What follows belongs to an exercise in optimizing a design on an open flow for small area, a short achievable clock period and few clock cycles per item; a production flow would make more cautious choices.
RTL that was checked went through simulation tests only; none was proved equivalent to the original.
No activity file was given, so power comes from the tool's default toggle rates.

job 101:
==> module divider_nr, before the edit <==
module divider_nr
  #
  (
   parameter BITS      = 16
   )
  (
   input wire                       clk,
   input wire                       reset,
   input wire                       start,
   input wire unsigned [BITS-1:0]   dividend,
   input wire unsigned [BITS-1:0]   divisor,
   output logic                     done,
   output logic unsigned [BITS-1:0] quotient,
   output logic unsigned [BITS-1:0] remainder
   );
  localparam BC = $clog2(BITS);
  logic [BITS-1:0] rem_q;      
  logic [BITS-2:0] quo_q;      
  logic [BC-1:0]   idx_q;      
  logic            bit_q;      
  logic            busy_q;
  logic [BITS-1:0] div_q;      
  function automatic logic [3:0] msb_pos(input logic [15:0] x);
    logic [7:0] y8;
    logic [3:0] y4;
    logic [1:0] y2;
    msb_pos[3] = |x[15:8];
    y8         = msb_pos[3] ? x[15:8] : x[7:0];
    msb_pos[2] = |y8[7:4];
    y4         = msb_pos[2] ? y8[7:4] : y8[3:0];
    msb_pos[1] = |y4[3:2];
    y2         = msb_pos[1] ? y4[3:2] : y4[1:0];
    msb_pos[0] = y2[1];
  endfunction
  logic [3:0] pa, pb;
  logic [4:0] pdiff;
  logic       neg;
  logic [BC-1:0] sh;
  assign pa    = msb_pos(dividend);
  assign pb    = msb_pos(divisor);
  assign pdiff = {1'b0, pa} - {1'b0, pb};
  assign neg   = pdiff[4];
  assign sh    = neg ? '0 : pdiff[3:0];
  logic [BC-1:0] nidx;
  assign nidx = start ? sh : idx_q - 1'b1;
  logic [BITS:0]   trial, sg, sp, sh1, cy;
  logic [BITS-1:0] diffr;
  logic            qbit;
  assign trial = {rem_q, bit_q};
  always_comb begin
    logic [BITS:0] g, p;
    for (int i = 0; i <= BITS; i++) begin
      logic nb;
      nb     = (i < BITS) ? ~div_q[i] : 1'b1;
      g[i]   = trial[i] & nb;
      p[i]   = trial[i] | nb;
      sh1[i] = trial[i] ^ nb;
    end
    g[0] = g[0] | p[0];
    for (int d = 1; d <= BITS; d = d * 2)
      for (int i = BITS; i >= d; i--) begin
        g[i] = g[i] | (p[i] & g[i-d]);
        p[i] = p[i] & p[i-d];
      end
    sg = g;
    sp = p;
    cy = {g[BITS-1:0], 1'b1};
  end
  assign qbit = sg[BITS];
  for (genvar i = 0; i < BITS; i++) begin : g_diff
    assign diffr[i] = sh1[i] ^ cy[i];
  end
  assign done      = busy_q && (idx_q == '0);
  assign quotient  = {quo_q, qbit};
  assign remainder = qbit ? diffr : trial[BITS-1:0];
  always_ff @(posedge clk) begin
    idx_q <= nidx;
    div_q <= divisor;
    bit_q <= dividend[nidx];
    if (start) begin
      busy_q <= 1'b1;
      rem_q  <= neg ? (dividend >> 1) : ((dividend >> 1) >> pdiff[3:0]);
      quo_q  <= '0;
    end else begin
      if (done) busy_q <= 1'b0;
      rem_q <= remainder;
      quo_q <= quotient[BITS-2:0];
    end
    if (reset) busy_q <= 1'b0;
  end
endmodule
export LEC_CHECK = 0
export ABC_AREA = 1
export CAP_MARGIN = 20
export CORE_MARGIN = 2
export CORE_UTILIZATION = 60
export SETUP_SLACK_MARGIN = 1.0
export SLEW_MARGIN = 20
create_clock -name core_clock -period 5.0 [get_ports {clk}]
standard.sh (not shown) runs the stock make flow with config.mk's settings and CLKGATE_MAP_FILE= SYNTH_SCRIPT=/design/flow/synth_recipe.tcl, a recipe that flattens the netlist after the stock synthesis.
==> flow/flow/run.sh <==
#!/bin/bash
cp standard.sh standard_sh.txt
export BUFFER_PORTS_ARGS="-buffer_cell sky130_fd_sc_hd__buf_2"
bash standard.sh > standard.log 2>&1
### job 101 -> job 102
--- a/flow/design.v
+++ b/flow/design.v
@@ -122,42 +122,21 @@
   assign pb    = msb_pos(divisor);
   assign pdiff = {1'b0, pa} - {1'b0, pb};
   assign neg   = pdiff[4];
   assign sh    = neg ? '0 : pdiff[3:0];
   logic [BC-1:0] nidx;
   assign nidx = start ? sh : idx_q - 1'b1;
-  logic [BITS:0]   trial, sg, sp, sh1, cy;
-  logic [BITS-1:0] diffr;
+  logic [BITS:0]   trial;
+  logic [BITS+1:0] diffr;
   logic            qbit;
   assign trial = {rem_q, bit_q};
-  always_comb begin
-    logic [BITS:0] g, p;
-    for (int i = 0; i <= BITS; i++) begin
-      logic nb;
-      nb     = (i < BITS) ? ~div_q[i] : 1'b1;
-      g[i]   = trial[i] & nb;
-      p[i]   = trial[i] | nb;
-      sh1[i] = trial[i] ^ nb;
-    end
-    g[0] = g[0] | p[0];
-    for (int d = 1; d <= BITS; d = d * 2)
-      for (int i = BITS; i >= d; i--) begin
-        g[i] = g[i] | (p[i] & g[i-d]);
-        p[i] = p[i] & p[i-d];
-      end
-    sg = g;
-    sp = p;
-    cy = {g[BITS-1:0], 1'b1};
-  end
-  assign qbit = sg[BITS];
-  for (genvar i = 0; i < BITS; i++) begin : g_diff
-    assign diffr[i] = sh1[i] ^ cy[i];
-  end
+  assign diffr = {1'b0, trial} - {2'b0, div_q};
+  assign qbit  = ~diffr[BITS+1];
   assign done      = busy_q && (idx_q == '0);
   assign quotient  = {quo_q, qbit};
-  assign remainder = qbit ? diffr : trial[BITS-1:0];
+  assign remainder = qbit ? diffr[BITS-1:0] : trial[BITS-1:0];
   always_ff @(posedge clk) begin
     idx_q <= nidx;
     div_q <= divisor;
     bit_q <= dividend[nidx];
     if (start) begin
       busy_q <= 1'b1;
Findings:
Every run in the comparison, job 102 and job 101, completed the flow with a clean layout.
From job 101 to job 102 the numbers moved as follows: met1 usage went up; combinational power saw an increase; power of the sequential group increased by about 3% relative to the old numbers; vertical die dimension went down by 4.5%; combinational group share of total power lost 0.2 points.
The net switching power in job 102 is 1.07 times that in job 101.
In job 102 the share of the final layout cell area in multi-input gates turned out 1.5 points lower than in job 101.
Summary — overall power, job 102 relative to job 101: higher, by 0.000077 W.
Aggregate routed wire length | job 102 above job 101
Diff job 102..job 101 | area used by sequential logic in the layout | unchanged
Comparing sequential share of layout area for job 102 and job 101, the bigger number came from job 102.
Synthesized instance count (job 102 vs. job 101) decreases by a few percent
Testbench counts of job 102, summed over its fixed seeds: cycles 5,943, items 1,600.
Only the layout flow was run in job 101; the RTL was not checked for function there.

-- static timing again, ports no longer ideal --
No port has a modelled driver above. Below, the same layouts with a new extraction and two added sets of constraints. Step 1 sets driving cells, clkbuf_16 on the clock port and buf_2 on the other inputs (assumed; they add their load-dependent delay and slew). Step 2 also shifts input and output timing later by t, the mid clock arrival at the registers, as if the neighbouring blocks saw the same clock. Slacks: ideal / step 1 / step 2; pairs: ideal / step 1.
| run | shift t [ns] | setup WS [ns] | hold slack, ns | worst setup path after step 2 |
|---|---|---|---|---|
| job 101 | 0.325 | 1.223 / 1.208 / 0.910 | 0.422 / 0.422 / 0.422 | input to register |
| job 102 | 0.340 | 1.161 / 1.131 / 0.872 | 0.429 / 0.429 / 0.429 | input to register |
After both steps every run listed still meets setup and hold. The setup slack of job 101, which loses most, moves by -0.015 ns with the drivers and by -0.313 ns with both steps.
